Background: an optimization exercise with open tools, aiming at small area. Do not read the settings as production practice.
The RTL was checked by simulation tests, not by an equivalence proof against the original design.
Power is estimated from default activity; no workload was simulated.

**flow/design.v**
```verilog
module DPA (clk,reset,IM_A, IM_Q,IM_D,IM_WEN,CR_A,CR_Q);
input clk;
input reset;
output [19:0] IM_A;
input [23:0] IM_Q;
output [23:0] IM_D;
output IM_WEN;
output [8:0] CR_A;
input [12:0] CR_Q;
genvar k;
reg [2:0] ph;
reg [18:0] hi;
reg [1:0] pno;
reg [19:0] fb, pa;
reg sz128, sz256;
reg [5:0] sec, min;
reg [4:0] hour;
reg [29:0] acc;
reg pb;
wire ph0 = (ph == 3'd0);
wire ph1 = (ph == 3'd1);
wire ph2 = (ph == 3'd2);
wire ph3 = (ph == 3'd3);
wire ph4 = ph[2];
wire [19:0] hc;
wire [18:0] hn;
assign hc[0] = 1'b1;
generate for (k = 0; k < 19; k = k + 1) begin : hinc
	assign hn[k] = hi[k] ^ hc[k];
	assign hc[k+1] = hi[k] & hc[k];
end endgenerate
wire wrap = hc[19];
wire init = ~(hi[18] | hi[17] | hi[16]);
wire hdr  = (hi[18:12] == 7'd30);
wire clk1 = (hi[18:12] == 7'd31);
wire clk2 = (hi[18:12] == 7'd80);
wire clkd = clk1 | clk2;
wire pass = ~hi[18] & hi[17] & ~hi[15];
wire first = ~hi[16];
wire rl = wrap | init;
wire [18:0] hload = {hn[18:17], hn[16:13] | {4{rl}}, hn[12:11], hn[10] | rl, hn[9], hn[8:7] | {2{rl}}, hn[6:0]};
always @(posedge clk or posedge reset)
	if (reset) begin
		ph <= 3'd0;
		hi <= 19'd0;
	end else begin
		ph <= {ph3, ph2 | (ph1), ph0 | ph2};
		if (ph4) hi <= hload;
	end
wire [1:0] pnext = {pno[1] ^ pno[0], ~pno[0]};
wire plast = ({pno == 2'd3, pnext} == IM_Q[2:0]);
always @(posedge clk or posedge reset)
	if (reset) pno <= 2'd0;
	else if (wrap & ph4) pno <= plast ? 2'd0 : pnext;
always @(posedge clk) begin
	if (init & ph3) fb <= IM_Q[19:0];
	if (hdr & ph2) pa <= IM_Q[19:0];
	if (hdr & ph3) begin
		sz128 <= IM_Q[7];
		sz256 <= IM_Q[8];
	end
end
wire tinc = (wrap & ph4) | (clk2 & (hi[11:0] == 12'd0) & ph0);
wire [6:0] sc, mc;
wire [5:0] sn, mn;
wire [5:0] hrc;
wire [4:0] hn5;
assign sc[0] = 1'b1;
assign mc[0] = 1'b1;
assign hrc[0] = 1'b1;
generate for (k = 0; k < 6; k = k + 1) begin : tinc6
	assign sn[k] = sec[k] ^ sc[k];
	assign sc[k+1] = sec[k] & sc[k];
	assign mn[k] = min[k] ^ mc[k];
	assign mc[k+1] = min[k] & mc[k];
end endgenerate
generate for (k = 0; k < 5; k = k + 1) begin : tinc5
	assign hn5[k] = hour[k] ^ hrc[k];
	assign hrc[k+1] = hour[k] & hrc[k];
end endgenerate
wire s59 = sec[5] & sec[4] & sec[3] & sec[1] & sec[0];
wire m59 = min[5] & min[4] & min[3] & min[1] & min[0];
wire h23 = hour[4] & hour[2] & hour[1] & hour[0];
always @(posedge clk) begin
	if (init & ph2) begin
		sec <= IM_Q[5:0];
		min <= IM_Q[13:8];
		hour <= IM_Q[20:16];
	end else if (tinc) begin
		sec <= s59 ? 6'd0 : sn;
		if (s59) begin
			min <= m59 ? 6'd0 : mn;
			if (m59) hour <= h23 ? 5'd0 : hn5;
		end
	end
end
wire [2:0] ci = hi[11:9];
wire [4:0] cr = hi[8:4];
wire [3:0] cc = hi[3:0];
reg [5:0] dv;
always @(*)
	case (ci)
		3'd0, 3'd1: dv = {1'b0, hour};
		3'd3, 3'd4: dv = min;
		default: dv = sec;
	endcase
wire [2:0] tens = (dv >= 6'd50) ? 3'd5 : (dv >= 6'd40) ? 3'd4 : (dv >= 6'd30) ? 3'd3 :
                  (dv >= 6'd20) ? 3'd2 : (dv >= 6'd10) ? 3'd1 : 3'd0;
wire [5:0] ones6 = dv - tens * 4'd10;
wire [3:0] ones = ones6[3:0];
wire colon = (ci == 3'd2) | (ci == 3'd5);
wire tsel = (ci == 3'd0) | (ci == 3'd3) | (ci == 3'd6);
wire [3:0] dig = colon ? 4'd10 : tsel ? {1'b0, tens} : ones;
wire [1:0] rh = cr[4:3] - 2'd1;
assign CR_A = {{1'b0, dig, 1'b0} + {2'b0, dig} + {4'b0, rh}, cr[2:0]};
wire cvalid = ~(cc[3] & cc[2] & (cc[1] | cc[0])) & (cr[4] | cr[3]);
wire bit12 = ((ci == 3'd0) & (cr == 5'd8)) ? CR_Q[12] : pb;
wire cbit = (cc == 4'd0) ? bit12 : CR_Q[4'd12 - cc];
always @(posedge clk)
	if (clkd & cvalid & (cc != 4'd0)) pb <= CR_Q[12];
reg [7:0] kx;
always @(*)
	case (ci)
		3'd0: kx = 8'd152;
		3'd1: kx = 8'd165;
		3'd2: kx = 8'd178;
		3'd3: kx = 8'd191;
		3'd4: kx = 8'd204;
		3'd5: kx = 8'd217;
		3'd6: kx = 8'd230;
		default: kx = 8'd243;
	endcase
wire [8:0] xc;
wire [7:0] cx;
wire [7:0] cc8 = {4'd0, cc};
assign xc[0] = 1'b0;
generate for (k = 0; k < 8; k = k + 1) begin : cxadd
	wire b = cc8[k];
	assign cx[k] = kx[k] ^ b ^ xc[k];
	assign xc[k+1] = (kx[k] & b) | (xc[k] & (kx[k] ^ b));
end endgenerate
wire [7:0] py = hi[14:7];
wire [6:0] pxh = hi[6:0];
wire px0 = py[0] ^ first;
wire dx = ph[0];
wire dy = ph[1];
wire inclk = (py[7] & py[6] & py[5] & (py[4] | py[3])) & (pxh[6] & (pxh[5] | pxh[4] | (pxh[3] & pxh[2])));
wire dx1 = dx & px0 & ~(&pxh);
wire dy1 = dy & py[0] & ~(&py[7:1]);
wire [7:0] yc;
wire [6:0] Y1;
assign yc[0] = dy1;
generate for (k = 0; k < 7; k = k + 1) begin : yinc
	assign Y1[k] = py[k+1] ^ yc[k];
	assign yc[k+1] = py[k+1] & yc[k];
end endgenerate
wire sW = clkd | (pass & ph4);
wire sP = pass & ~ph4;
wire sA = pass & (ph4 | sz256);
wire sE = pass & ~ph4 & ~sz256 & sz128;
wire sF = pass & ~ph4 & ~sz256 & ~sz128;
wire sH = ~clkd & ~pass;
reg [3:0] hs;
always @(*)
	if (hdr) hs = {1'b0, pno, 1'b1} + 4'd2 + {3'd0, ph[1]};
	else hs = {1'b0, ph} - 4'd1;
wire [19:0] base = ({20{sW}} & fb) | ({20{sP}} & pa);
wire [19:0] off = ({20{clkd}} & {4'd0, 3'b111, cr, cx}) |
                  ({20{sA}} & {4'd0, py, pxh, px0}) |
                  ({20{sE}} & {6'd0, Y1, pxh}) |
                  ({20{sF}} & {2'd0, py, dy, pxh, px0, dx}) |
                  ({20{sH}} & {16'd0, hs});
wire [12:0] ac;
assign ac[0] = sE & dx1;
generate for (k = 0; k < 12; k = k + 1) begin : aadd
	assign IM_A[k] = base[k] ^ off[k] ^ ac[k];
	assign ac[k+1] = (base[k] & off[k]) | (ac[k] & (base[k] ^ off[k]));
end endgenerate
assign IM_A[19:12] = base[19:12] + {2'b00, off[17:12]} + {7'd0, ac[12]};
wire [29:0] s;
generate for (k = 0; k < 3; k = k + 1) begin : ch
	wire [10:0] c;
	wire [9:0] q10 = {2'b00, IM_Q[k*8+7:k*8]};
	assign c[0] = 1'b0;
	genvar j;
	for (j = 0; j < 10; j = j + 1) begin : b
		wire a = acc[k*10+j] & ~ph1;
		wire q = q10[j];
		assign s[k*10+j] = a ^ q ^ c[j];
		assign c[j+1] = (a & q) | (c[j] & (a ^ q));
	end
	assign IM_D[k*8+7:k*8] = clkd ? {8{cbit}} : s[k*10+9:k*10+2];
end endgenerate
always @(posedge clk) acc <= s;
wire we = ph4 & ((pass & ~inclk) | (clkd & cvalid));
assign IM_WEN = ~we;
endmodule
```
**flow/flow/run.sh**
```bash
#!/bin/bash
# The standard layout with three changes:
#  - the combinational part of the standard synthesis is re-mapped with a
#    stronger ABC area script (flow/remap.sh; registers untouched),
#  - ports are buffered with buf_1 instead of the default buffer,
#  - clock tree with clkbuf_4 and no dummy loads.
set -euo pipefail
W=$(pwd)
export BUFFER_PORTS_ARGS="-buffer_cell sky130_fd_sc_hd__buf_1"
export CTS_ARGS="-sink_clustering_enable -repair_clock_nets -buf_list sky130_fd_sc_hd__clkbuf_4 -sink_clustering_size 20 -dont_use_dummy_load"
bash standard.sh synth > "$W/flow_synth.log" 2>&1
R=$W/orfs/results/sky130hd/DPA/base
LIB=$FLOW_HOME/platforms/sky130hd/lib/sky130_fd_sc_hd__tt_025C_1v80.lib
if [[ -x $FLOW_HOME/../tools/install/yosys/bin/yosys ]]; then
  export YOSYS=$FLOW_HOME/../tools/install/yosys/bin/yosys
fi
cp "$R/1_2_yosys.v" "$W/synth_standard.v"
mkdir -p "$W/remap"
bash "$W/flow/remap.sh" "$W/synth_standard.v" "$W/remap/remapped.v" "$LIB" "$W/remap" > "$W/flow_remap.log" 2>&1
cp "$W/remap/remapped.v" "$R/1_2_yosys.v"
rm -f "$R/1_synth.odb" "$R/1_synth.sdc"
bash standard.sh > "$W/flow_layout.log" 2>&1
```
**flow/flow/remap.sh**
```bash
#!/bin/bash
# Re-map the combinational logic of the standard synthesis netlist with a
# stronger ABC area script.  Flip-flops, full/half adders and tie cells are
# kept as they are (same instances, same names).
# usage: remap.sh IN.v OUT.v LIB WORKDIR
set -euo pipefail
IN=$1; OUT=$2; LIB=$3; WD=$4
YOSYS=${YOSYS:-$(command -v yosys || echo /OpenROAD-flow-scripts/tools/install/yosys/bin/yosys)}
DONT="sky130_fd_sc_hd__lpflow_bleeder_1 sky130_fd_sc_hd__lpflow_clkbufkapwr_1 sky130_fd_sc_hd__lpflow_clkbufkapwr_16 sky130_fd_sc_hd__lpflow_clkbufkapwr_2 sky130_fd_sc_hd__lpflow_clkbufkapwr_4 sky130_fd_sc_hd__lpflow_clkbufkapwr_8 sky130_fd_sc_hd__lpflow_clkinvkapwr_1 sky130_fd_sc_hd__lpflow_clkinvkapwr_16 sky130_fd_sc_hd__lpflow_clkinvkapwr_2 sky130_fd_sc_hd__lpflow_clkinvkapwr_4 sky130_fd_sc_hd__lpflow_clkinvkapwr_8 sky130_fd_sc_hd__lpflow_decapkapwr_12 sky130_fd_sc_hd__lpflow_decapkapwr_3 sky130_fd_sc_hd__lpflow_decapkapwr_4 sky130_fd_sc_hd__lpflow_decapkapwr_6 sky130_fd_sc_hd__lpflow_decapkapwr_8 sky130_fd_sc_hd__lpflow_inputiso0n_1 sky130_fd_sc_hd__lpflow_inputiso0p_1 sky130_fd_sc_hd__lpflow_inputiso1n_1 sky130_fd_sc_hd__lpflow_inputiso1p_1 sky130_fd_sc_hd__lpflow_inputisolatch_1 sky130_fd_sc_hd__lpflow_isobufsrc_1 sky130_fd_sc_hd__lpflow_isobufsrc_16 sky130_fd_sc_hd__lpflow_isobufsrc_2 sky130_fd_sc_hd__lpflow_isobufsrc_4 sky130_fd_sc_hd__lpflow_isobufsrc_8 sky130_fd_sc_hd__lpflow_isobufsrckapwr_16 sky130_fd_sc_hd__lpflow_lsbuf_lh_hl_isowell_tap_1 sky130_fd_sc_hd__lpflow_lsbuf_lh_hl_isowell_tap_2 sky130_fd_sc_hd__lpflow_lsbuf_lh_hl_isowell_tap_4 sky130_fd_sc_hd__lpflow_lsbuf_lh_isowell_4 sky130_fd_sc_hd__lpflow_lsbuf_lh_isowell_tap_1 sky130_fd_sc_hd__lpflow_lsbuf_lh_isowell_tap_2 sky130_fd_sc_hd__lpflow_lsbuf_lh_isowell_tap_4 sky130_fd_sc_hd__probe_p_8 sky130_fd_sc_hd__probec_p_8 "
cells=$(grep -o "sky130_fd_sc_hd__[a-z0-9_]*" "$IN" | sort -u)
keep=""
for c in $cells; do
  case $c in
    *__df*|*__edf*|*__sdf*|*__fa_*|*__ha_*|*__conb_*) keep="$keep $c";;
  esac
done
cat > "$WD/remap.abc" <<'EOA'
strash
&get -n
&deepsyn -T 60
&dch -f
&nf -R 1000
&put
EOA
{
  echo "read_liberty -ignore_miss_func $LIB"
  for c in $keep; do echo "setattr -mod -set blackbox 1 $c"; done
  echo "read_verilog $IN"
  echo "hierarchy -top DPA"
  echo "flatten"
  echo "opt_clean -purge"
  echo "tee -o $WD/remap_before.txt stat -liberty $LIB"
  dargs=""
  for d in $DONT; do dargs="$dargs -dont_use $d"; done
  echo "abc -liberty $LIB -script $WD/remap.abc $dargs"
  echo "hilomap -singleton -hicell sky130_fd_sc_hd__conb_1 HI -locell sky130_fd_sc_hd__conb_1 LO"
  echo "opt_clean -purge"
  echo "insbuf -buf sky130_fd_sc_hd__buf_4 A X"
  echo "rename -enumerate"
  echo "tee -o $WD/remap_after.txt stat -liberty $LIB"
  echo "write_verilog -noattr -noexpr -nohex -nodec $OUT"
} > "$WD/remap.ys"
"$YOSYS" -s "$WD/remap.ys"
```
**flow/standard.sh**
```bash
#!/bin/bash
# synth_recipe.tcl (not shown) runs the flow's synth.tcl, then flattens the netlist and writes it again
# the make line also repeats each setting of config.mk as NAME=value (left out here)
make -C /OpenROAD-flow-scripts/flow DESIGN_CONFIG=/design/flow/config.mk WORK_HOME=/design/flow/orfs CLKGATE_MAP_FILE= SYNTH_SCRIPT=/design/flow/synth_recipe.tcl "${@:-finish}"
```
**flow/config.mk**
```make
export PLATFORM = sky130hd
export DESIGN_NAME = DPA
export DESIGN_NICKNAME = DPA
export VERILOG_FILES = /design/flow/design.v
export SDC_FILE = /design/flow/constraint.sdc
export NUM_CORES = 4
export LEC_CHECK = 0
export CAP_MARGIN = 20
export CORE_MARGIN = 2
export CORE_UTILIZATION = 55
export CTS_BUF_LIST = sky130_fd_sc_hd__clkbuf_4
export CTS_CLUSTER_SIZE = 20
export GPL_TIMING_DRIVEN = 0
export SLEW_MARGIN = 20
```
**flow/constraint.sdc**
```tcl
create_clock -name core_clock -period 10.0 [get_ports {clk}]
set_input_delay 2.0000 -clock core_clock [delete_from_list [all_inputs] [get_ports {clk}]]
set_output_delay 2.0000 -clock core_clock [all_outputs]
set_load 0.01 [all_outputs]
```
==> impl_metrics.py, run 1 <==
metrics = {
    "sta": {
        "setup_ws_ns": -0.1237,
        "finalSetupTns_ns": -0.1237,
        "tightest_slew_ns": 0.9589,
        "slew_violations": 0,
        "rsz0062_at_grt": "yes",
        "hold_ws_ns": 0.4868,
        "hold_viol_final": 0,
        "period_minus_slack_ns": 10.12,
        "setup-violations-final": 1,
        "min_period_over_period_pct": 101.2,
        "clock_skew_ns": 0.03005,
        "relSlewSlack_pct": 35.67,
        "max_freq_mhz": 98.78,
    },
    "worst_hold_path": {
        "hp-start": "acc[9]",
        "hp-class": "reg -> reg",
    },
    "critical_path": {
        "r2r_cells": 15,
        "slowest_delay_ns": 0.47,
        "r2r-start": "ph[2]",
        "r2r-end": "acc[19]",
        "crit_start": "hi[18]",
        "worstPathRequired_ns": 8.00,
        "arrival_ns": 8.12,
        "path_max_fanout": 4,
        "crit_type": "reg -> out",
        "cp-end-kind": "primary output",
        "r2r_setup_slack_ns": 4.84,
        "crit_top_cell": "fa_2",
        "endpoint": "IM_A[18]",
        "cp_slowest_cell": "or4_4",
        "cp-start-kind": "flop",
    },
    "die": {
        "rows": 41,
        "die_height_um": 117.9,
        "die_area_um2": 13900,
        "io_pins": 93,
        "die_width_um": 117.9,
        "initial_core_util_pct": 56.54,
        "core-area_um2": 12620,
    },
    "power": {
        "leakage_nw": 3.349,
        "p_per_area_nw_per_um2": 141.2,
        "report.power.total_mw": 1.149,
        "vdd_drop_max_v": 0.0001583,
    },
    "cts": {
        "root_buffer": "clkbuf_4",
        "cts.sinks": 114,
        "cts_buffers": 17,
        "cts_hold_buf": 0,
        "cts_buffer_depth": 2,
        "cts_tree": "built",
        "clk_pin_slew_ns": 0.08,
        "clk_latency_ns": 0.53,
        "htree_levels": 4,
    },
    "yosys": {
        "yosysWarnings": 1,
        "syn_nets": 781,
        "synth_cells": 631,
        "syn_area_per_cell_um2": 11.31,
        "synth_area_um2": 7136,
    },
    "finish": {
        "final_layout_size_suffix_gt1_share_pct": 11.05,
        "synthToLayoutAreaGrowth_pct": 14.06,
        "num_antenna_cells": 0,
        "final_cells": 932,
        "stdcell_area_um2": 8139,
        "fin_util_pct": 64.50,
        "fin_nets": 912,
    },
    "placement": {
        "io_buffers": 92,
        "place.gp.congestion": 0.9001,
        "numPlacedInstances": 898,
        "placed_area_um2": 7780,
        "dpl_worst_slack_ns": -1.155,
        "hpwl_mm": 13.11,
    },
    "detailed_routing": {
        "drt_iter0_drc": 393,
        "vias": 5442,
        "routedWlPerCell_um": 19.87,
        "viasPerCell": 5.839,
        "ant_nets": 0,
        "wirelength_mm": 18.52,
        "drc": 0,
        "first_pass_iters": 5,
    },
    "flow_run": {
        "max_cap_violations": 0,
    },
    "global_route": {
        "overflow": 0,
        "grt_usage_pct": 27.87,
        "grt_max_degree": 33,
        "grt_pass1_vias": 5504,
        "grt_pass1_wl_mm": 29.50,
        "antenna_found_initial": 0,
    },
    "status": {
        "status": "complete, but fails checks",
        "failed_checks": "negative setup slack",
    },
}
[critical path: cells and delay by family (launching register included)]
family,cells,cell delay [ns]
fa+ha+maj,14,4.70
simple gates,4,1.05
compound gates,5,0.90
buf+inv,5,0.42
flops,1,0.40
xor+xnor,1,0.14
[how the worst min path moves through the flow]
stage          slack, ns  cells after the start  endpoint
2_1_floorplan       0.46                      2   acc[19]
3_3_place_gp        0.46                      2    acc[9]
3_5_place_dp        0.48                      2   acc[19]
4_1_cts             0.49                      2    acc[9]
5_1_grt             0.53                      2   acc[19]
6_report            0.49                      2    acc[9]
[sequential cells by signal, indices dropped and copies added (netlist names), 2 cells and up]
signal	cells
sec	6
pno	2
hi	19
min	6
hour	5
fb	20
ph	3
acc	30
pa	20
[layout by cell type, fill, tap and decap left out, types with 17 or more instances in the layout]
master / n
xnor2_1: 17
a21oi_1: 24
and2_0: 26
buf_1: 88
dfrtp_1: 20
ha_1: 70
nand2_1: 47
dfxtp_1: 30
buf_4: 18
a22o_1: 31
fa_1: 27
clkbuf_4: 17
a22oi_1: 20
o21ai_0: 19
clkinv_1: 53
a21o_1: 29
edfxtp_1: 60
nor2_1: 25
[per-layer routing]
| layer | wire length (um) | track usage, % |
|---|---|---|
| met4 | 420 | 9.488 |
| met5 | 0 | 0 |
| met3 | 1124 | 7.025 |
| met2 | 8829 | 44.69 |
| met1 | 8143 | 37.08 |
[timing repair]
| action | in CTS | in global routing |
|---|---|---|
| setup buffers | 12 | 3 |
| gates cloned | 2 | 0 |
| pin swaps | 12 | 10 |
| gates resized for setup | 33 | 8 |
| endpoints found under the setup margin | 9 | 6 |
[power by group]
group / internal (mW) / total [mW] / switching [mW]
Sequential: 0.544 / 0.554 / 0.00977
Clock: 0.0774 / 0.228 / 0.150
Combinational: 0.173 / 0.368 / 0.195
Total: 0.794 / 1.15 / 0.355
[final cells by class]
class | count | area [um2]
plain buffers | 3 | 22.52
clock buffers | 17 | 127.6
fillers | 1065 | 4481
inverters | 56 | 216.5
multi-input cells | 460 | 4049
flip-flops and latches | 114 | 3010
well taps | 172 | 215.2
repair buffers | 110 | 498.0
==> run 2, diff against run 1 <==
==> flow/config.mk (replaced) <==
export PLATFORM = sky130hd
export DESIGN_NAME = DPA
export DESIGN_NICKNAME = DPA
export VERILOG_FILES = /design/flow/design.v
export SDC_FILE = /design/flow/constraint.sdc
export NUM_CORES = 4
export LEC_CHECK = 0
export CAP_MARGIN = 10
export CORE_MARGIN = 2
export CORE_UTILIZATION = 50
export CTS_BUF_LIST = sky130_fd_sc_hd__clkbuf_4
export CTS_CLUSTER_SIZE = 20
export SLEW_MARGIN = 10
==> run 2 against run 1 <==
The run now finishes clean; critical path type unchanged; power shrank 0.36%; combinational power shrank 2%; clock power is essentially flat; clock skew grew 0.016 ns; final cell count grew 2.0%; global-route usage shrank 2.8 points.
==> impl_metrics.py, run 2 <==
metrics = {
    "placement": {
        "io_buffers": 92,
        "placed_area_um2": 7898,
        "hpwl_mm": 13.49,
        "dpl_worst_slack_ns": -0.0007594,
        "place.gp.congestion": 0.8966,
    },
    "critical_path": {
        "cp-start-kind": "flop",
        "crit_top_cell": "fa_2",
        "path_max_fanout": 2,
        "cp-end-kind": "primary output",
        "crit_type": "reg -> out",
        "r2r_cells": 21,
        "cp_slowest_cell": "or4_4",
        "arrival_ns": 7.77,
        "worstPathRequired_ns": 8.00,
        "slowest_delay_ns": 0.44,
    },
    "detailed_routing": {
        "routedWlPerCell_um": 18.83,
        "drc": 0,
        "ant_nets": 0,
        "first_pass_iters": 5,
        "vias": 5405,
        "viasPerCell": 5.683,
        "drt_iter0_drc": 405,
        "wirelength_mm": 17.91,
    },
    "finish": {
        "regArea_um2": 3004,
        "stdcell_area_um2": 8165,
        "top_register": "acc",
        "fillers": 1256,
        "largestRegisters": "acc: 30 flops, fb: 20 flops, pa: 20 flops",
        "largest_reg_flops": 30,
        "fin_nets": 922,
        "final_layout_size_suffix_gt1_share_pct": 10.65,
        "synthToLayoutAreaGrowth_pct": 14.43,
        "multi_input_area_um2": 3996,
        "layout_commonest_cell": "buf_1",
        "final_cell_mix": "buf_1, ha_1, edfxtp_1",
    },
    "die": {
        "die_width_um": 123.5,
        "io_pins": 93,
        "initial_core_util_pct": 51.21,
        "die_height_um": 123.5,
        "rows": 43,
        "die_area_um2": 15240,
        "core-area_um2": 13930,
    },
    "sta": {
        "period_minus_slack_ns": 9.769,
        "clock_skew_ns": 0.04596,
        "max_freq_mhz": 102.4,
        "slew_violations": 0,
        "setup_ws_ns": 0.2313,
        "min_period_over_period_pct": 97.69,
        "finalSetupTns_ns": 0,
        "rsz0062_at_grt": "yes",
        "hold_viol_final": 0,
        "tightest_slew_ns": 1.130,
        "relSlewSlack_pct": 24.59,
        "setup-violations-final": 0,
    },
    "yosys": {
        "syn_area_per_cell_um2": 11.31,
        "synth_cells": 631,
        "syn_nets": 781,
        "yosysWarnings": 1,
        "synth_area_um2": 7136,
    },
    "global_route": {
        "overflow": 0,
        "grt_pass1_vias": 5318,
        "grt_usage_pct": 25.05,
        "antenna_found_initial": 1,
        "grt_max_degree": 32,
        "grt_pass1_wl_mm": 28.12,
    },
    "cts": {
        "htree_levels": 4,
        "cts_buffer_depth": 2,
        "cts.sinks": 114,
        "cts_buffers": 17,
        "clk_latency_ns": 0.53,
        "root_buffer": "clkbuf_4",
        "clk_pin_slew_ns": 0.10,
        "cts_tree": "built",
    },
    "power": {
        "leakage_nw": 3.383,
        "p_per_area_nw_per_um2": 140.2,
        "vdd_drop_max_v": 0.0001356,
        "report.power.total_mw": 1.145,
    },
    "worst_hold_path": {
        "hp-class": "reg -> reg",
        "hold_depth": 2,
    },
    "status": {
        "status": "finished clean",
    },
    "flow_run": {
        "max_cap_violations": 0,
    },
}
-- run 2: worst max-delay path, delay by kind of cell (launching register included) --
family,cells,cell delay (ns)
DFF,1,0.38
xor gates and xnor gates,1,0.14
AOI/OAI and AO/OA,5,0.88
and+or+nand+nor,4,0.98
buffers and inverters,5,0.35
adders and majority gates,14,4.50
-- run 2: final cells by class --
class | instances | area share (%)
diodes | 1 | 0.03065
inverters | 56 | 2.574
repair buffers | 125 | 7.340
well taps | 180 | 2.758
multi-input cells | 458 | 48.94
flip-flops and latches | 114 | 36.79
clock buffers | 17 | 1.563
-- run 2: timing repair --
item,4_1_cts,5_1_grt
setup endpoints to repair,5,5
endpoints found under the hold margin,0,0
buffers inserted,1,7
hold buffers,0,0
resized for setup,18,13
pin swaps,7,9
-- run 2: final timing paths --
check | end | slack [ns] | from
hold reg to reg | acc[29] | 0.49 | acc[29]
setup / recovery | IM_A[18] | 0.23 | hi[18]
hold / removal | acc[29] | 0.49 | acc[29]
min in group asynchronous | hi[1] | 1.54 | reset
setup reg to reg | sec[1] | 5.00 | hi[0]
max in group asynchronous | hi[16] | 7.98 | reset
-- run 2: stage by stage --
stage	std cells	hold WS (ns)	util [%]
floorplan	631	0.4555	-
global placement	925	0.4658	56.68
detailed placement	925	0.4792	56.68
CTS	943	0.4969	58.02
global route	951	0.5191	58.60
finish	951	0.4881	58.60
-- run 2: metal layers --
layer	wire (um)	GRT usage [%]
met2	8844	39.97
met3	946	5.904
met1	7739	33.43
met5	0	0
met4	380	9.020
-- run 2: power by group --
| part | internal, mW | switching (mW) |
|---|---|---|
| registers | 0.544 | 0.00962 |
| clock network | 0.0776 | 0.153 |
| logic | 0.170 | 0.191 |
==> run 3, diff against run 2 <==
==> flow/config.mk (replaced) <==
export PLATFORM = sky130hd
export DESIGN_NAME = DPA
export DESIGN_NICKNAME = DPA
export VERILOG_FILES = /design/flow/design.v
export SDC_FILE = /design/flow/constraint.sdc
export NUM_CORES = 4
export LEC_CHECK = 0
export CAP_MARGIN = 0
export CORE_MARGIN = 2
export CORE_UTILIZATION = 40
export CTS_BUF_LIST = sky130_fd_sc_hd__clkbuf_4
export CTS_CLUSTER_SIZE = 20
export SLEW_MARGIN = 0
==> run 3 against run 2 <==
Sequential power is essentially flat; highest routed layer unchanged; sequential cell count unchanged; critical endpoint unchanged; maximum frequency increased by 0.78%; worst setup slack gained 0.076 ns; non-clock buffer count fell by 5; critical path depth rose by 1; count of clock-buffer cells in the layout stayed put; clock skew grew 0.0076 ns; clock power down 2%; worst hold slack is essentially flat; synthesized cell count is the same; largest power group unchanged; sequential share of layout area about the same.
==> impl_metrics.py, run 3 <==
metrics = {
    "yosys": {
        "syn_nets": 781,
        "yosysWarnings": 1,
        "syn_area_per_cell_um2": 11.31,
        "synth_area_um2": 7136,
        "synth_cells": 631,
    },
    "sta": {
        "setup-violations-final": 0,
        "setup_ws_ns": 0.3069,
        "tightest_slew_ns": 0.9473,
        "min_period_over_period_pct": 96.93,
        "slew_violations": 0,
        "period_minus_slack_ns": 9.693,
        "relSlewSlack_pct": 36.45,
        "clock_skew_ns": 0.05357,
        "rsz0062_at_grt": "no",
        "max_freq_mhz": 103.2,
        "finalSetupTns_ns": 0,
        "hold_viol_final": 0,
        "hold_ws_ns": 0.4884,
    },
    "global_route": {
        "overflow": 0,
        "antenna_found_initial": 0,
        "grt_usage_pct": 20.25,
        "grt_max_degree": 32,
        "grt_pass1_vias": 5450,
        "grt_pass1_wl_mm": 28.83,
    },
    "die": {
        "die_height_um": 137.6,
        "rows": 48,
        "io_pins": 93,
        "initial_core_util_pct": 41.11,
        "die_width_um": 137.6,
        "die_area_um2": 18920,
        "core-area_um2": 17360,
    },
    "finish": {
        "layout_commonest_cell": "buf_1",
        "multi_input_area_um2": 3989,
        "top_register": "acc",
        "num_antenna_cells": 0,
        "largestRegisters": "acc: 30 flops, fb: 20 flops, pa: 20 flops",
        "stdcell_area_um2": 8174,
        "largest_reg_flops": 30,
        "fillers": 1652,
        "final_cell_mix": "buf_1, ha_1, edfxtp_1",
        "regArea_um2": 3004,
        "fin_nets": 917,
        "synthToLayoutAreaGrowth_pct": 14.55,
        "final_layout_size_suffix_gt1_share_pct": 9.673,
    },
    "critical_path": {
        "cp-start-kind": "flop",
        "worstPathRequired_ns": 8.00,
        "crit_buf_inv": 6,
        "slowest_delay_ns": 0.43,
        "arrival_ns": 7.69,
        "path_max_fanout": 7,
        "cp-end-kind": "primary output",
        "crit_type": "reg -> out",
        "crit_top_cell": "fa_2",
        "cp_slowest_cell": "or4_4",
        "path_delay_family": "adder cells",
    },
    "cts": {
        "cts_tree": "built",
        "cts.sinks": 114,
        "cts_buffer_depth": 2,
        "htree_levels": 4,
        "cts_buffers": 17,
        "root_buffer": "clkbuf_4",
        "clk_latency_ns": 0.52,
        "clk_pin_slew_ns": 0.08,
    },
    "status": {
        "status": "finished clean",
    },
    "detailed_routing": {
        "vias": 5405,
        "wirelength_mm": 18.06,
        "ant_nets": 0,
        "routedWlPerCell_um": 18.24,
        "viasPerCell": 5.460,
        "drt_iter0_drc": 414,
        "first_pass_iters": 5,
        "drc": 0,
    },
    "placement": {
        "io_buffers": 92,
        "place.gp.congestion": 0.9027,
        "placed_area_um2": 7949,
        "hpwl_mm": 13.75,
        "dpl_worst_slack_ns": 0.001014,
    },
    "flow_run": {
        "max_cap_violations": 0,
    },
    "power": {
        "p_per_area_nw_per_um2": 140.3,
        "vdd_drop_max_v": 0.0001791,
        "leakage_nw": 3.354,
    },
    "worst_hold_path": {
        "hp-class": "reg -> reg",
    },
}
[run 3: layer usage]
layer  GRT usage [%]  up-vias  wire, um
li1                -     2561         -
met1           28.04     2659      8371
met2           32.45      168      8511
met3           4.562       17       940
met4           4.754        0       235
met5               0        -         0
[run 3: layout make-up]
type	count	share of cell area [%]
Clock buffer	17	1.561
Tap cell	225	3.444
Multi-Input combinational cell	458	48.80
Inverter	56	2.572
Timing Repair Buffer	120	6.873
Sequential cell	114	36.75
[run 3: report_power, final]
| group | leakage (nW) | internal, mW | total, mW | switching (mW) |
|---|---|---|---|---|
| registers | 1.07 | 0.544 | 0.553 | 0.00945 |
| clock network | 0.0782 | 0.0775 | 0.226 | 0.149 |
| logic | 2.20 | 0.171 | 0.367 | 0.197 |
[run 3: through the flow]
stage | instances | util, % | total power [mW]
6_report | 990 | 47.09 | 1.147
4_1_cts | 987 | 46.73 | 1.166
5_1_grt | 990 | 47.09 | 1.226
3_5_place_dp | 970 | 45.80 | 0.9370
3_3_place_gp | 970 | 45.80 | 0.9192
2_1_floorplan | 631 | - | 0.8186
[run 3: worst min-delay path, cell delays in order, from the launching register on]
cell and delay (ns):
dfxtp_1 0.30, nand2_1 0.06, xnor2_1 0.07
[run 3: timing repair]
item / 4_1_cts / 5_1_grt
hold buffers: 0 / 0
pin swaps: 5 / 5
setup buffers: 0 / 3
setup endpoints to repair: 5 / 4
resized for setup: 13 / 16
[run 3: path summary, 6_finish.rpt]
check,start,cells after the start,end,slack (ns)
worst max-delay path,hi[18],30,IM_A[18],0.31
worst min-delay path,acc[19],2,acc[19],0.49
worst max register to register,hi[0],21,sec[5],4.98
worst min register to register,acc[19],2,acc[19],0.49
max in group asynchronous,reset,2,hi[9],7.96
min in group asynchronous,reset,2,hi[17],1.56
==> run 4, diff against run 3 <==
--- a/flow/config.mk
+++ b/flow/config.mk
@@ -5,9 +5,9 @@
 export SDC_FILE = /design/flow/constraint.sdc
 export NUM_CORES = 4
 export LEC_CHECK = 0
-export CAP_MARGIN = 0
+export CAP_MARGIN = 20
 export CORE_MARGIN = 2
 export CORE_UTILIZATION = 40
 export CTS_BUF_LIST = sky130_fd_sc_hd__clkbuf_4
 export CTS_CLUSTER_SIZE = 20
-export SLEW_MARGIN = 0
+export SLEW_MARGIN = 20
==> run 4 against run 3 <==
Critical path type unchanged; routed wire length about the same; final cell count is 0.10% higher; design area grew 0.34%; worst setup slack improved by 0.0085 ns; worst hold slack barely moved; combinational power is essentially flat; largest cell class unchanged; power is 0.18% higher; die area stayed put; clock power about the same; utilization increased by 0.16 points; non-clock buffer count grew 1; count of clock-buffer cells in the layout stayed put.
==> impl_metrics.py, run 4 <==
metrics = {
    "status": {
        "status": "finished clean",
    },
    "die": {
        "core-area_um2": 17360,
        "rows": 48,
        "die_area_um2": 18920,
        "die_height_um": 137.6,
        "io_pins": 93,
        "initial_core_util_pct": 41.11,
        "die_width_um": 137.6,
    },
    "cts": {
        "cts_tree": "built",
        "cts_buffer_depth": 2,
        "clk_pin_slew_ns": 0.09,
        "cts_buffers": 17,
        "htree_levels": 4,
        "clk_latency_ns": 0.51,
        "cts.sinks": 114,
        "root_buffer": "clkbuf_4",
    },
    "yosys": {
        "syn_nets": 781,
        "syn_area_per_cell_um2": 11.31,
        "synth_area_um2": 7136,
        "synth_cells": 631,
        "yosysWarnings": 1,
    },
    "finish": {
        "layout_commonest_cell": "buf_1",
        "regArea_um2": 3004,
        "final_layout_size_suffix_gt1_share_pct": 9.791,
        "final_cell_mix": "buf_1, ha_1, edfxtp_1",
        "synthToLayoutAreaGrowth_pct": 14.94,
        "num_antenna_cells": 0,
        "largest_reg_flops": 30,
        "largestRegisters": "acc: 30 flops, fb: 20 flops, pa: 20 flops",
        "multi_input_area_um2": 3989,
        "fillers": 1651,
        "fin_nets": 918,
        "stdcell_area_um2": 8202,
        "top_register": "acc",
    },
    "detailed_routing": {
        "vias": 5386,
        "wirelength_mm": 18.05,
        "viasPerCell": 5.435,
        "ant_nets": 0,
        "drc": 0,
        "routedWlPerCell_um": 18.22,
        "first_pass_iters": 5,
        "drt_iter0_drc": 431,
    },
    "sta": {
        "finalSetupTns_ns": 0,
        "setup_ws_ns": 0.3154,
        "setup-violations-final": 0,
        "max_freq_mhz": 103.3,
        "hold_ws_ns": 0.4884,
        "hold_viol_final": 0,
        "min_period_over_period_pct": 96.85,
        "relSlewSlack_pct": 48.10,
        "rsz0062_at_grt": "no",
        "clock_skew_ns": 0.05377,
        "slew_violations": 0,
        "tightest_slew_ns": 0.7703,
        "period_minus_slack_ns": 9.685,
    },
    "global_route": {
        "grt_pass1_wl_mm": 28.83,
        "grt_pass1_vias": 5450,
        "overflow": 0,
        "antenna_found_initial": 0,
        "grt_max_degree": 32,
        "grt_usage_pct": 20.25,
    },
    "worst_hold_path": {
        "hold_depth": 2,
        "hp-class": "reg -> reg",
        "hp-start": "acc[19]",
        "holdPathEnd": "acc[19]",
    },
    "critical_path": {
        "r2r-end": "sec[5]",
        "cp-start-kind": "flop",
        "r2r_setup_slack_ns": 4.96,
        "arrival_ns": 7.68,
        "crit_top_cell": "fa_2",
        "slowest_delay_ns": 0.43,
        "r2r_cells": 21,
        "worstPathRequired_ns": 8.00,
        "r2r-start": "hi[0]",
        "cp-end-kind": "primary output",
        "crit_type": "reg -> out",
        "cp_slowest_cell": "or4_4",
        "path_max_fanout": 7,
        "crit_buf_inv": 6,
        "path_delay_family": "adder cells",
    },
    "power": {
        "report.power.total_mw": 1.149,
        "vdd_drop_max_v": 0.0001796,
        "leakage_nw": 3.367,
        "p_per_area_nw_per_um2": 140.1,
    },
    "placement": {
        "place.gp.congestion": 0.9027,
        "io_buffers": 92,
        "hpwl_mm": 13.75,
        "placed_area_um2": 7949,
        "dpl_worst_slack_ns": 0.001014,
    },
    "flow_run": {
        "max_cap_violations": 0,
    },
}
-- run 4: layout make-up --
type / count / share of cell area [%]
clock buffers: 17 / 1.556
inverters: 56 / 2.563
multi-input cells: 458 / 48.63
flip-flops and latches: 114 / 36.63
well taps: 225 / 3.432
repair buffers: 121 / 7.185
-- run 4: repair_timing --
| item | CTS | global route |
|---|---|---|
| setup buffers | 0 | 3 |
| pin swaps | 5 | 5 |
| cloned | 0 | 0 |
| hold buffers | 0 | 0 |
| endpoints found under the setup margin | 5 | 4 |
| resized for setup | 13 | 16 |
-- run 4: per-stage QoR --
stage	util [%]	std cells
3_5_place_dp	45.80	970
6_report	47.25	991
4_1_cts	46.73	987
3_3_place_gp	45.80	970
2_1_floorplan	-	631
5_1_grt	47.25	991
-- run 4: layer usage --
metal  wire length (um)  share of wire (%)  global-route usage [%]
met1               8361                 46                   28.04
met3                951                5.3                   4.562
met2               8509                 47                   32.45
met4                231                1.3                   4.754
met5                  0                  0                       0
-- run 4: tightest hold or removal path, stage by stage, from the launching register on --
cell     delay, ns
dfxtp_1       0.30
nand2_1       0.06
xnor2_1       0.07
-- run 4: worst max-delay path by stage --
stage / startpoint / endpoint / cells past startpoint
finish: hi[18] / IM_A[18] / 30
global route: hi[17] / IM_A[18] / 32
floorplan: hi[18] / IM_A[18] / 28
global placement: hi[18] / IM_A[18] / 29
CTS: hi[16] / IM_A[18] / 29
detailed placement: hi[18] / IM_A[18] / 29
-- run 4: power by group --
| group | total (mW) | switching (mW) | leakage [nW] | internal, mW |
|---|---|---|---|---|
| sequential | 0.553 | 0.00940 | 1.07 | 0.544 |
| combinational | 0.369 | 0.197 | 2.22 | 0.172 |
| clock | 0.226 | 0.149 | 0.0782 | 0.0775 |
==> run 5, diff against run 4 <==
--- a/flow/flow/run.sh
+++ b/flow/flow/run.sh
@@ -7,7 +7,7 @@
 set -euo pipefail
 W=$(pwd)
 export BUFFER_PORTS_ARGS="-buffer_cell sky130_fd_sc_hd__buf_1"
-export CTS_ARGS="-sink_clustering_enable -repair_clock_nets -buf_list sky130_fd_sc_hd__clkbuf_4 -sink_clustering_size 20 -dont_use_dummy_load"
+export CTS_ARGS="-sink_clustering_enable -repair_clock_nets -buf_list sky130_fd_sc_hd__clkbuf_8 -sink_clustering_size 40 -dont_use_dummy_load"
 bash standard.sh synth > "$W/flow_synth.log" 2>&1
 R=$W/orfs/results/sky130hd/DPA/base
 LIB=$FLOW_HOME/platforms/sky130hd/lib/sky130_fd_sc_hd__tt_025C_1v80.lib
==> run 5 against run 4 <==
Still clean on timing, DRC and antenna; design area grew 1.3%; via count up 0.76%; count of clock-buffer cells in the layout unchanged; non-clock buffer count stayed put; maximum frequency is 0.44% lower; sequential power hardly changed; final cell count unchanged; clock power increased by 38%; combinational power is essentially flat; worst setup slack lost 0.043 ns; die area is the same; critical path type unchanged; largest cell class unchanged.
==> impl_metrics.py, run 5 <==
metrics = {
    "cts": {
        "cts_buffers": 17,
        "htree_levels": 4,
        "clk_latency_ns": 0.43,
        "cts_buffer_depth": 2,
        "root_buffer": "clkbuf_8",
        "cts.sinks": 114,
        "cts_tree": "built",
        "clk_pin_slew_ns": 0.06,
    },
    "placement": {
        "numPlacedInstances": 970,
        "placed_area_um2": 7949,
        "place.gp.congestion": 0.9027,
        "io_buffers": 92,
        "hpwl_mm": 13.75,
        "dpl_worst_slack_ns": 0.001014,
    },
    "finish": {
        "synthToLayoutAreaGrowth_pct": 16.41,
        "largest_reg_flops": 30,
        "num_antenna_cells": 0,
        "final_cell_mix": "buf_1, ha_1, edfxtp_1",
        "top_register": "acc",
        "stdcell_area_um2": 8307,
        "largestRegisters": "acc: 30 flops, fb: 20 flops, pa: 20 flops",
        "layout_commonest_cell": "buf_1",
        "fin_nets": 918,
        "final_cells": 991,
        "final_layout_size_suffix_gt1_share_pct": 9.922,
    },
    "die": {
        "initial_core_util_pct": 41.11,
        "die_area_um2": 18920,
        "die_height_um": 137.6,
        "io_pins": 93,
        "core-area_um2": 17360,
        "die_width_um": 137.6,
        "rows": 48,
    },
    "global_route": {
        "antenna_found_initial": 0,
        "grt_usage_pct": 20.26,
        "overflow": 0,
        "grt_max_degree": 32,
        "grt_pass1_wl_mm": 28.89,
        "grt_pass1_vias": 5442,
    },
    "sta": {
        "finalSetupTns_ns": 0,
        "max_freq_mhz": 102.8,
        "min_period_over_period_pct": 97.27,
        "period_minus_slack_ns": 9.727,
        "rsz0062_at_grt": "no",
        "hold_viol_final": 0,
        "clock_skew_ns": 0.03440,
        "setup_ws_ns": 0.2726,
        "tightest_slew_ns": 0.7736,
        "hold_ws_ns": 0.4849,
        "slew_violations": 0,
        "relSlewSlack_pct": 47.88,
        "setup-violations-final": 0,
    },
    "detailed_routing": {
        "drc": 0,
        "wirelength_mm": 18.16,
        "vias": 5427,
        "ant_nets": 0,
        "drt_iter0_drc": 475,
        "routedWlPerCell_um": 18.33,
        "viasPerCell": 5.476,
        "first_pass_iters": 5,
    },
    "critical_path": {
        "arrival_ns": 7.73,
        "worstPathRequired_ns": 8.00,
        "cp_slowest_cell": "or4_4",
        "path_delay_family": "adder cells",
        "cp-end-kind": "primary output",
        "slowest_delay_ns": 0.49,
        "crit_top_cell": "fa_2",
        "crit_type": "reg -> out",
        "path_max_fanout": 5,
        "crit_buf_inv": 6,
        "r2r_setup_slack_ns": 4.96,
        "cp-start-kind": "flop",
    },
    "yosys": {
        "yosysWarnings": 1,
        "synth_cells": 631,
        "syn_area_per_cell_um2": 11.31,
        "synth_area_um2": 7136,
        "syn_nets": 781,
    },
    "power": {
        "vdd_drop_max_v": 0.0001816,
        "p_per_area_nw_per_um2": 148.6,
        "leakage_nw": 3.417,
    },
    "status": {
        "status": "finished clean",
    },
    "flow_run": {
        "max_cap_violations": 0,
    },
    "worst_hold_path": {
        "hp-class": "reg -> reg",
    },
}
-- run 5: cell types whose count changed in the layout (fill, tap and decap cells not counted) --
cell	change
clkbuf_4	-17
clkbuf_8	+17
clkinv_1	-2
inv_2	+2
dfrtp_1	+1
dfrtp_2	-1
fa_1	-1
fa_2	+1
nand2_1	+1
nand2_2	-1
-- run 5: path summary, 6_finish.rpt --
kind,startpoint,endpoint,cells past startpoint
max in group asynchronous,reset,hi[9],3
worst min register to register,acc[19],acc[19],2
worst max-delay path,hi[18],IM_A[18],30
min in group asynchronous,reset,hi[0],2
worst max register to register,hi[0],sec[5],21
worst min-delay path,acc[19],acc[19],2
-- run 5: where the power goes --
part / total [mW] / internal [mW] / switching (mW)
Clock: 0.311 / 0.149 / 0.162
Combinational: 0.369 / 0.172 / 0.197
Sequential: 0.554 / 0.545 / 0.00955
-- run 5: per-stage QoR --
| stage | total power [mW] | utilization, % |
|---|---|---|
| 4_1_cts | 1.250 | 47.35 |
| 3_3_place_gp | 0.9192 | 45.80 |
| 3_5_place_dp | 0.9370 | 45.80 |
| 2_1_floorplan | 0.8186 | - |
| 6_report | 1.234 | 47.86 |
| 5_1_grt | 1.311 | 47.86 |
-- run 5: final cells by class --
cell class	count	area, um2
well taps	225	281.5
inverters	56	210.2
clock buffers	17	234.0
repair buffers	121	589.3
multi-input cells	458	3989
fillers	1641	9050
flip-flops and latches	114	3003
-- run 5: what timing repair did --
action	in CTS	in global routing
gates resized for setup	13	17
buffers inserted	0	3
setup endpoints to repair	4	4
pin swaps	2	10
hold buffers	0	0
-- run 5: per-layer routing --
| metal | vias to the layer above | global-route usage, % | wire, um |
|---|---|---|---|
| li1 | 2560 | - | - |
| met1 | 2676 | 28.06 | 8357 |
| met2 | 175 | 32.39 | 8571 |
| met3 | 16 | 4.452 | 1006 |
| met4 | 0 | 5.040 | 227 |
| met5 | - | 0 | 0 |
-- run 5: tightest hold or removal path: cells and delay by family (launching register included) --
kind	cells	cell delay, ns
AND/OR/NAND/NOR	1	0.06
flip-flops	1	0.29
XOR/XNOR	1	0.07
==> run 6, diff against run 5 <==
--- a/flow/flow/run.sh
+++ b/flow/flow/run.sh
@@ -7,7 +7,7 @@
 set -euo pipefail
 W=$(pwd)
 export BUFFER_PORTS_ARGS="-buffer_cell sky130_fd_sc_hd__buf_1"
-export CTS_ARGS="-sink_clustering_enable -repair_clock_nets -buf_list sky130_fd_sc_hd__clkbuf_8 -sink_clustering_size 40 -dont_use_dummy_load"
+export CTS_ARGS="-sink_clustering_enable -repair_clock_nets -buf_list sky130_fd_sc_hd__clkbuf_8 -sink_clustering_size 30 -sink_clustering_max_diameter 60 -dont_use_dummy_load"
 bash standard.sh synth > "$W/flow_synth.log" 2>&1
 R=$W/orfs/results/sky130hd/DPA/base
 LIB=$FLOW_HOME/platforms/sky130hd/lib/sky130_fd_sc_hd__tt_025C_1v80.lib
==> run 6 against run 5 <==
Critical path type unchanged; first-iteration DRC count is the same; still clean on timing, DRC and antenna; sequential share of layout area is the same; combinational power is essentially flat; via count is the same; maximum frequency is the same; synthesized cell count is the same; non-clock buffer count is the same; sequential power is essentially flat; design area is the same; critical endpoint unchanged; global-route usage is the same; count of clock-buffer cells in the layout is the same; register-to-register slack is essentially flat.
==> impl_metrics.py, run 6 <==
metrics = {
    "critical_path": {
        "r2r-start": "hi[0]",
        "cp-end-kind": "primary output",
        "crit_top_cell": "fa_2",
        "r2r_cells": 21,
        "arrival_ns": 7.73,
        "worstPathRequired_ns": 8.00,
        "crit_type": "reg -> out",
        "r2r-end": "sec[5]",
        "cp_slowest_cell": "or4_4",
        "r2r_setup_slack_ns": 4.96,
        "slowest_delay_ns": 0.49,
        "path_max_fanout": 5,
        "cp-start-kind": "flop",
    },
    "placement": {
        "io_buffers": 92,
        "place.gp.congestion": 0.9027,
        "placed_area_um2": 7949,
        "hpwl_mm": 13.75,
        "dpl_worst_slack_ns": 0.001014,
        "numPlacedInstances": 970,
    },
    "yosys": {
        "yosysWarnings": 1,
        "syn_nets": 781,
        "syn_area_per_cell_um2": 11.31,
        "synth_area_um2": 7136,
        "synth_cells": 631,
    },
    "cts": {
        "clk_latency_ns": 0.43,
        "root_buffer": "clkbuf_8",
        "cts_buffer_depth": 2,
        "clk_pin_slew_ns": 0.06,
        "cts.sinks": 114,
        "htree_levels": 4,
        "cts_tree": "built",
        "cts_buffers": 17,
    },
    "finish": {
        "num_antenna_cells": 0,
        "largestRegisters": "acc: 30 flops, fb: 20 flops, pa: 20 flops",
        "final_cells": 991,
        "largest_reg_flops": 30,
        "fin_nets": 918,
        "layout_commonest_cell": "buf_1",
        "stdcell_area_um2": 8307,
        "fin_util_pct": 47.86,
        "final_layout_size_suffix_gt1_share_pct": 9.922,
        "top_register": "acc",
        "synthToLayoutAreaGrowth_pct": 16.41,
        "final_cell_mix": "buf_1, ha_1, edfxtp_1",
    },
    "global_route": {
        "grt_max_degree": 32,
        "antenna_found_initial": 0,
        "grt_pass1_wl_mm": 28.89,
        "overflow": 0,
        "grt_usage_pct": 20.26,
        "grt_pass1_vias": 5442,
    },
    "power": {
        "leakage_nw": 3.417,
        "p_per_area_nw_per_um2": 148.6,
        "vdd_drop_max_v": 0.0001816,
        "report.power.total_mw": 1.234,
    },
    "detailed_routing": {
        "routedWlPerCell_um": 18.33,
        "wirelength_mm": 18.16,
        "vias": 5427,
        "drt_iter0_drc": 475,
        "drc": 0,
        "ant_nets": 0,
        "viasPerCell": 5.476,
        "first_pass_iters": 5,
    },
    "die": {
        "io_pins": 93,
        "die_area_um2": 18920,
        "core-area_um2": 17360,
        "die_width_um": 137.6,
        "die_height_um": 137.6,
        "initial_core_util_pct": 41.11,
        "rows": 48,
    },
    "sta": {
        "setup_ws_ns": 0.2726,
        "slew_violations": 0,
        "clock_skew_ns": 0.03440,
        "hold_ws_ns": 0.4849,
        "setup-violations-final": 0,
        "period_minus_slack_ns": 9.727,
        "min_period_over_period_pct": 97.27,
        "relSlewSlack_pct": 47.88,
        "rsz0062_at_grt": "no",
        "tightest_slew_ns": 0.7736,
        "hold_viol_final": 0,
        "max_freq_mhz": 102.8,
        "finalSetupTns_ns": 0,
    },
    "worst_hold_path": {
        "holdPathEnd": "acc[19]",
        "hold_depth": 2,
        "hp-class": "reg -> reg",
        "hp-start": "acc[19]",
    },
    "status": {
        "status": "finished clean",
    },
    "flow_run": {
        "max_cap_violations": 0,
    },
}
-- run 6: cell type report --
class | count | area [um2]
fill | 1641 | 9050
multi-input combinational | 458 | 3989
sequential | 114 | 3003
timing repair buffer | 121 | 589.3
tap | 225 | 281.5
clock buffer | 17 | 234.0
inverter | 56 | 210.2
-- run 6: routing by layer --
layer / track usage, % / part of all wire, % / vias up
li1: - / - / 2560
met1: 28.06 / 46 / 2676
met2: 32.39 / 47 / 175
met3: 4.452 / 5.5 / 16
met4: 5.040 / 1.2 / 0
met5: 0 / 0 / -
-- run 6: critical path: cells and delay by family, from the launching register on --
family | cells | cell delay [ns]
adders and majority gates | 14 | 4.63
AOI/OAI and AO/OA | 6 | 0.89
and+or+nand+nor | 3 | 0.79
buffers and inverters | 6 | 0.50
DFF | 1 | 0.37
xor gates and xnor gates | 1 | 0.13
-- run 6: worst max path at each step --
stage / start / end / slack [ns] / cells after the start
3_5_place_dp: hi[18] / IM_A[18] / 0.001 / 29
3_3_place_gp: hi[18] / IM_A[18] / 0.11 / 29
6_report: hi[18] / IM_A[18] / 0.27 / 30
5_1_grt: hi[18] / IM_A[18] / 0.03 / 30
4_1_cts: hi[18] / IM_A[18] / 0.03 / 29
2_1_floorplan: hi[18] / IM_A[18] / 0.08 / 28
-- run 6: what timing repair did --
item,4_1_cts,5_1_grt
endpoints found under the setup margin,4,4
gates cloned,0,0
pin swaps,2,10
gates resized for setup,13,17
setup buffers,0,3
hold buffers,0,0
-- run 6: report_power, final --
| group | switching [mW] | internal (mW) | leakage [nW] | total [mW] |
|---|---|---|---|---|
| combinational | 0.197 | 0.172 | 2.22 | 0.369 |
| sequential | 0.00955 | 0.545 | 1.07 | 0.554 |
| clock | 0.162 | 0.149 | 0.122 | 0.311 |
| total | 0.369 | 0.865 | 3.42 | 1.23 |
==> run 7, diff against run 6 <==
--- a/flow/flow/run.sh
+++ b/flow/flow/run.sh
@@ -7,7 +7,7 @@
 set -euo pipefail
 W=$(pwd)
 export BUFFER_PORTS_ARGS="-buffer_cell sky130_fd_sc_hd__buf_1"
-export CTS_ARGS="-sink_clustering_enable -repair_clock_nets -buf_list sky130_fd_sc_hd__clkbuf_8 -sink_clustering_size 30 -sink_clustering_max_diameter 60 -dont_use_dummy_load"
+export CTS_ARGS="-sink_clustering_enable -repair_clock_nets -buf_list sky130_fd_sc_hd__clkbuf_16 -sink_clustering_size 60 -dont_use_dummy_load"
 bash standard.sh synth > "$W/flow_synth.log" 2>&1
 R=$W/orfs/results/sky130hd/DPA/base
 LIB=$FLOW_HOME/platforms/sky130hd/lib/sky130_fd_sc_hd__tt_025C_1v80.lib
==> run 7 against run 6 <==
Register-to-register slack better by 0.02 ns; first-iteration DRC count down 15%; combinational power is essentially flat; synthesized cell count unchanged; count of clock-buffer cells in the layout unchanged; utilization up 1.1 points; still clean on timing, DRC and antenna; synthesized area is the same; final cell count decreased by 0.10%; design area up 2.2%; global-route usage up 0.27 points; power up 14%.
==> impl_metrics.py, run 7 <==
metrics = {
    "detailed_routing": {
        "drt_iter0_drc": 405,
        "top_layer_used": "met4",
        "viasPerCell": 5.482,
        "drc": 0,
        "wl_met2_mm": 8.653,
        "ant_nets": 0,
        "vias": 5427,
        "wirelength_mm": 18.36,
        "first_pass_iters": 5,
        "dr_wl_met3_mm": 1.171,
        "m1WireLength_mm": 8.216,
        "routedWlPerCell_um": 18.55,
    },
    "finish": {
        "fin_nets": 917,
        "largestRegisters": "acc: 30 flops, fb: 20 flops, pa: 20 flops",
        "num_antenna_cells": 0,
        "top_register": "acc",
        "final_layout_size_suffix_gt1_share_pct": 9.542,
        "layout_commonest_cell": "buf_1",
        "largest_reg_flops": 30,
        "fillers": 1624,
        "final_cell_mix": "buf_1, ha_1, edfxtp_1",
        "stdcell_area_um2": 8491,
        "synthToLayoutAreaGrowth_pct": 18.99,
    },
    "cts": {
        "root_buffer": "clkbuf_16",
        "cts_hold_buf": 0,
        "clk_pin_slew_ns": 0.05,
        "cts.sinks": 114,
        "cts_tree": "built",
        "cts_buffer_depth": 2,
        "clk_latency_ns": 0.42,
        "htree_levels": 4,
        "cts_buffers": 17,
    },
    "die": {
        "die_width_um": 137.6,
        "rows": 48,
        "die_height_um": 137.6,
        "core-area_um2": 17360,
        "initial_core_util_pct": 41.11,
        "io_pins": 93,
        "die_area_um2": 18920,
    },
    "sta": {
        "max_freq_mhz": 102.5,
        "hold_viol_final": 0,
        "slew_violations": 0,
        "period_minus_slack_ns": 9.759,
        "setup-violations-final": 0,
        "clock_skew_ns": 0.03301,
        "min_period_over_period_pct": 97.59,
        "tightest_slew_ns": 0.8170,
        "relSlewSlack_pct": 44.96,
        "setup_ws_ns": 0.2412,
    },
    "placement": {
        "place.gp.congestion": 0.9027,
        "hpwl_mm": 13.75,
        "io_buffers": 92,
        "placed_area_um2": 7949,
        "dpl_worst_slack_ns": 0.001014,
    },
    "critical_path": {
        "r2r_setup_slack_ns": 4.98,
        "worstPathRequired_ns": 8.00,
        "slowest_delay_ns": 0.49,
        "path_max_fanout": 7,
        "crit_top_cell": "fa_2",
        "cp-end-kind": "primary output",
        "r2r_cells": 21,
        "r2r-end": "sec[5]",
        "cp_slowest_cell": "or4_4",
        "r2r-start": "hi[0]",
        "cp-start-kind": "flop",
        "arrival_ns": 7.76,
        "crit_type": "reg -> out",
    },
    "worst_hold_path": {
        "hp-class": "reg -> reg",
        "hold_depth": 2,
        "hp-start": "acc[19]",
        "holdPathEnd": "acc[19]",
    },
    "global_route": {
        "grt_usage_pct": 20.53,
        "overflow": 0,
        "antenna_found_initial": 0,
        "grt_max_degree": 32,
        "grt_pass1_wl_mm": 29.19,
        "grt_pass1_vias": 5512,
    },
    "status": {
        "status": "finished clean",
    },
    "yosys": {
        "synth_area_um2": 7136,
        "yosysWarnings": 1,
        "syn_area_per_cell_um2": 11.31,
        "synth_cells": 631,
        "syn_nets": 781,
    },
    "power": {
        "vdd_drop_max_v": 0.0001948,
        "p_per_area_nw_per_um2": 165.1,
        "leakage_nw": 3.494,
    },
    "flow_run": {
        "max_cap_violations": 0,
    },
}
[run 7: cell count changes in the layout (fill, tap and decap cells not counted)]
cell	delta
clkbuf_16	+17
clkbuf_8	-17
clkinv_1	+2
inv_2	-2
buf_4	-1
[run 7: worst max path at each step]
stage / to / depth (start not counted) / slack, ns / startpoint
floorplan: IM_A[18] / 28 / 0.08 / hi[18]
global placement: IM_A[18] / 29 / 0.11 / hi[18]
detailed placement: IM_A[18] / 29 / 0.001 / hi[18]
CTS: IM_A[18] / 29 / 0.006 / hi[18]
global route: IM_A[18] / 30 / -0.02 / hi[18]
finish: IM_A[18] / 30 / 0.24 / hi[18]
[run 7: layer usage]
metal / up-vias / GRT usage [%]
met3: 26 / 4.709
li1: 2558 / -
met5: - / 0
met4: 0 / 6.128
met1: 2650 / 27.81
met2: 193 / 32.92
[run 7: what timing repair did]
action	4_1_cts	5_1_grt
buffers inserted	0	2
gates resized for setup	12	16
hold endpoints to repair	0	0
pin swaps	2	11
endpoints found under the setup margin	4	4
[run 7: final cells by class]
type / instances / area, um2 / share of cell area, %
inverters: 56 / 210.2 / 2.476
clock buffers: 17 / 425.4 / 5.010
multi-input cells: 458 / 3989 / 46.98
repair buffers: 120 / 581.8 / 6.852
flip-flops and latches: 114 / 3003 / 35.37
well taps: 225 / 281.5 / 3.316
[run 7: metrics by stage]
step           utilization (%)  hold slack, ns  instances  setup TNS (ns)  total power, mW
5_1_grt                  48.92          0.5168        990        -0.01683            1.478
6_report                 48.92          0.4839        990               0            1.402
4_1_cts                  48.44          0.4850        987               0            1.417
2_1_floorplan                -          0.4555        631               0           0.8186
3_3_place_gp             45.80          0.4682        970               0           0.9192
3_5_place_dp             45.80          0.4749        970               0           0.9370
[run 7: where the power goes]
group / switching (mW) / internal (mW)
sequential: 0.00944 / 0.546
combinational: 0.197 / 0.172
clock: 0.186 / 0.292
total: 0.392 / 1.01
[run 7: critical path, delay by kind of cell, from the launching register on]
family	cells	cell delay, ns
AOI/OAI and AO/OA	6	0.88
xor gates and xnor gates	1	0.13
adders and majority gates	14	4.61
buffers and inverters	6	0.54
DFF	1	0.37
and+or+nand+nor	3	0.79
==> run 8, diff against run 7 <==
--- a/flow/design.v
+++ b/flow/design.v
@@ -60,7 +60,7 @@
 		sz256 <= IM_Q[8];
 	end
 end
-wire tinc = (wrap & ph4) | (clk2 & (hi[11:0] == 12'd0) & ph0);
+wire tinc = (wrap | ((hi[18:12] == 7'd79) & hc[12])) & ph4;
 wire [6:0] sc, mc;
 wire [5:0] sn, mn;
 wire [5:0] hrc;
@@ -176,7 +176,15 @@
 	assign IM_A[k] = base[k] ^ off[k] ^ ac[k];
 	assign ac[k+1] = (base[k] & off[k]) | (ac[k] & (base[k] ^ off[k]));
 end endgenerate
-assign IM_A[19:12] = base[19:12] + {2'b00, off[17:12]} + {7'd0, ac[12]};
+wire [7:0] u0 = base[19:12] + {2'b00, off[17:12]};
+wire [8:0] uc;
+wire [7:0] u1;
+assign uc[0] = 1'b1;
+generate for (k = 0; k < 8; k = k + 1) begin : uinc
+	assign u1[k] = u0[k] ^ uc[k];
+	assign uc[k+1] = u0[k] & uc[k];
+end endgenerate
+assign IM_A[19:12] = ac[12] ? u1 : u0;
 wire [29:0] s;
 generate for (k = 0; k < 3; k = k + 1) begin : ch
 	wire [10:0] c;
--- a/flow/flow/run.sh
+++ b/flow/flow/run.sh
@@ -7,7 +7,7 @@
 set -euo pipefail
 W=$(pwd)
 export BUFFER_PORTS_ARGS="-buffer_cell sky130_fd_sc_hd__buf_1"
-export CTS_ARGS="-sink_clustering_enable -repair_clock_nets -buf_list sky130_fd_sc_hd__clkbuf_16 -sink_clustering_size 60 -dont_use_dummy_load"
+export CTS_ARGS="-sink_clustering_enable -repair_clock_nets -buf_list sky130_fd_sc_hd__clkbuf_4 -sink_clustering_size 20 -dont_use_dummy_load"
 bash standard.sh synth > "$W/flow_synth.log" 2>&1
 R=$W/orfs/results/sky130hd/DPA/base
 LIB=$FLOW_HOME/platforms/sky130hd/lib/sky130_fd_sc_hd__tt_025C_1v80.lib
--- a/flow/config.mk
+++ b/flow/config.mk
@@ -5,9 +5,9 @@
 export SDC_FILE = /design/flow/constraint.sdc
 export NUM_CORES = 4
 export LEC_CHECK = 0
-export CAP_MARGIN = 20
+export CAP_MARGIN = 0
 export CORE_MARGIN = 2
 export CORE_UTILIZATION = 40
 export CTS_BUF_LIST = sky130_fd_sc_hd__clkbuf_4
 export CTS_CLUSTER_SIZE = 20
-export SLEW_MARGIN = 20
+export SLEW_MARGIN = 0
==> run 8 against run 7 <==
Worst setup slack improved by 0.54 ns; worst hold slack better by 0.0033 ns; routed wire length decreased by 5.5%; sequential share of layout area rose by 1.5 points; utilization fell by 3.5 points; global-route usage down 1.7 points; first-iteration DRC count increased by 53%; sequential power about the same; sequential cell count stayed put; final cell count down 0.40%; highest routed layer unchanged.
==> impl_metrics.py, run 8 <==
metrics = {
    "finish": {
        "final_cell_mix": "buf_1, ha_1, edfxtp_1",
        "final_layout_size_suffix_gt1_share_pct": 4.101,
        "layout_commonest_cell": "buf_1",
        "fin_nets": 914,
        "synthToLayoutAreaGrowth_pct": 11.61,
        "top_register": "acc",
        "largestRegisters": "acc: 30 flops, fb: 20 flops, pa: 20 flops",
        "fin_util_pct": 45.40,
        "largest_reg_flops": 30,
    },
    "critical_path": {
        "worstPathRequired_ns": 8.00,
        "r2r-end": "sec[3]",
        "endpoint": "IM_A[19]",
        "path_max_fanout": 15,
        "r2r-start": "hi[0]",
        "arrival_ns": 7.22,
        "r2r_setup_slack_ns": 4.85,
        "cp-end-kind": "primary output",
        "r2r_cells": 21,
        "crit_type": "reg -> out",
        "cp-start-kind": "flop",
        "crit_start": "hi[15]",
    },
    "yosys": {
        "syn_area_per_cell_um2": 11.45,
        "synth_area_um2": 7307,
        "synth_cells": 638,
        "yosysWarnings": 1,
        "syn_nets": 794,
    },
    "cts": {
        "htree_levels": 4,
        "cts.sinks": 114,
        "post-cts-setup-buffers": 0,
        "cts_resized": 0,
        "cts_buffers": 17,
        "cts_tree": "built",
        "cts_hold_buf": 0,
        "clk_pin_slew_ns": 0.09,
        "cts_buffer_depth": 2,
        "root_buffer": "clkbuf_4",
        "clk_latency_ns": 0.52,
    },
    "sta": {
        "relSlewSlack_pct": 22.81,
        "slew_violations": 0,
        "max_freq_mhz": 108.4,
        "finalSetupTns_ns": 0,
        "hold_viol_final": 0,
        "min_period_over_period_pct": 92.22,
        "clock_skew_ns": 0.04503,
        "period_minus_slack_ns": 9.222,
        "rsz0062_at_grt": "no",
        "setup-violations-final": 0,
        "tightest_slew_ns": 1.154,
    },
    "power": {
        "vdd_drop_max_v": 0.0001560,
        "leakage_nw": 3.386,
        "p_per_area_nw_per_um2": 140.0,
        "report.power.total_mw": 1.142,
    },
    "die": {
        "die_area_um2": 19360,
        "core-area_um2": 17960,
        "initial_core_util_pct": 40.68,
        "die_width_um": 139.2,
        "io_pins": 93,
        "die_height_um": 139.2,
        "rows": 49,
    },
    "detailed_routing": {
        "first_pass_iters": 5,
        "drt_iter0_drc": 619,
        "drc": 0,
        "vias": 5423,
        "wirelength_mm": 17.34,
        "routedWlPerCell_um": 17.59,
        "ant_nets": 0,
        "viasPerCell": 5.500,
    },
    "flow_run": {
        "max_cap_violations": 0,
    },
    "global_route": {
        "grt_max_degree": 39,
        "use_met2_pct": 31.19,
        "use_met3_pct": 4.869,
        "busiest_layer": "met2",
        "grt_pass1_vias": 5536,
        "overflow": 0,
        "grt_use_met1_pct": 24.62,
        "grt_usage_pct": 18.85,
        "antenna_found_initial": 1,
        "grt_pass1_wl_mm": 28.70,
    },
    "placement": {
        "place.gp.congestion": 0.8933,
        "io_buffers": 92,
        "hpwl_mm": 13.34,
    },
    "worst_hold_path": {
        "hp-class": "reg -> reg",
    },
    "status": {
        "status": "finished clean",
    },
}
## run 8: metrics by stage
step	cell area, um2	std cells	hold slack, ns	worst slack [ns]
finish	8155	986	0.4871	0.7782
detailed placement	8025	968	0.4739	1.328
global route	8155	986	0.5341	0.2658
global placement	8025	968	0.4677	1.470
floorplan	7307	638	0.4555	1.152
CTS	8153	985	0.4882	0.7533
## run 8: worst min-delay path by stage
stage	start	to	slack, ns	depth (start not counted)
2_1_floorplan	acc[19]	acc[19]	0.46	2
3_3_place_gp	acc[9]	acc[9]	0.47	2
3_5_place_dp	acc[19]	acc[19]	0.47	2
4_1_cts	acc[19]	acc[19]	0.49	2
5_1_grt	acc[19]	acc[19]	0.53	2
6_report	acc[9]	acc[9]	0.49	2
## run 8: per-layer routing
| metal | vias to the layer above | wire [um] |
|---|---|---|
| li1 | 2559 | - |
| met1 | 2655 | 7728 |
| met2 | 189 | 8445 |
| met3 | 20 | 945 |
| met4 | 0 | 222 |
| met5 | - | 0 |
## run 8: layout make-up
class	instances	area, um2
well taps	229	286.5
repair buffers	104	435.4
flip-flops and latches	114	3003
clock buffers	17	127.6
inverters	56	210.2
multi-input cells	465	4090
diodes	1	2.502
fillers	1695	9808
## run 8: power breakdown
part	switching, mW	internal [mW]	total [mW]	leakage (nW)
clock	0.147	0.0773	0.224	0.0782
combinational	0.195	0.170	0.365	2.24
sequential	0.00946	0.544	0.553	1.07
total	0.351	0.791	1.14	3.39
## run 8: critical path, stage by stage (launching register included)
cell and delay [ns]:
dfrtp_1 0.45, or3b_1 0.52, nor3_1 0.23, and2_0 0.63
a222oi_1 0.14, o211a_1 0.18, fa_1 0.41, fa_1 0.40
fa_1 0.39, fa_1 0.37, clkinv_1 0.06, fa_1 0.17
fa_1 0.18, fa_1 0.17, clkinv_1 0.09, fa_1 0.37
clkinv_1 0.07, fa_1 0.16, clkinv_1 0.07, fa_1 0.36
clkinv_1 0.07, fa_1 0.20, fa_1 0.40, nand2_1 0.11
xnor2_1 0.18, xnor2_1 0.13, buf_1 0.16

afterwards: timing with drivers on the ports:
Ports are ideal in the flow. The routed layouts listed here were re-timed in OpenROAD. Step 1: set_driving_cell puts a clkbuf_16 on clk and a buf_2 on each other input, an assumption about the parent block. Step 2, shift: input delay + t, output delay - t, t = (earliest + latest rising clock arrival at the registers) / 2. This alone moves slack from input paths to output paths. Slacks: ideal ports / drivers / drivers and shift; pairs: ideal ports / drivers.
run	t (ns)	slack for setup (ns)
run 1	0.551	-0.124 / -0.160 / 0.392
run 2	0.541	0.231 / 0.194 / 0.735
run 3	0.527	0.307 / 0.273 / 0.800
run 4	0.523	0.315 / 0.281 / 0.804
run 5	0.449	0.273 / 0.238 / 0.687
run 6	0.449	0.273 / 0.238 / 0.687
run 7	0.444	0.241 / 0.202 / 0.646
run 8	0.535	0.778 / 0.742 / 1.277
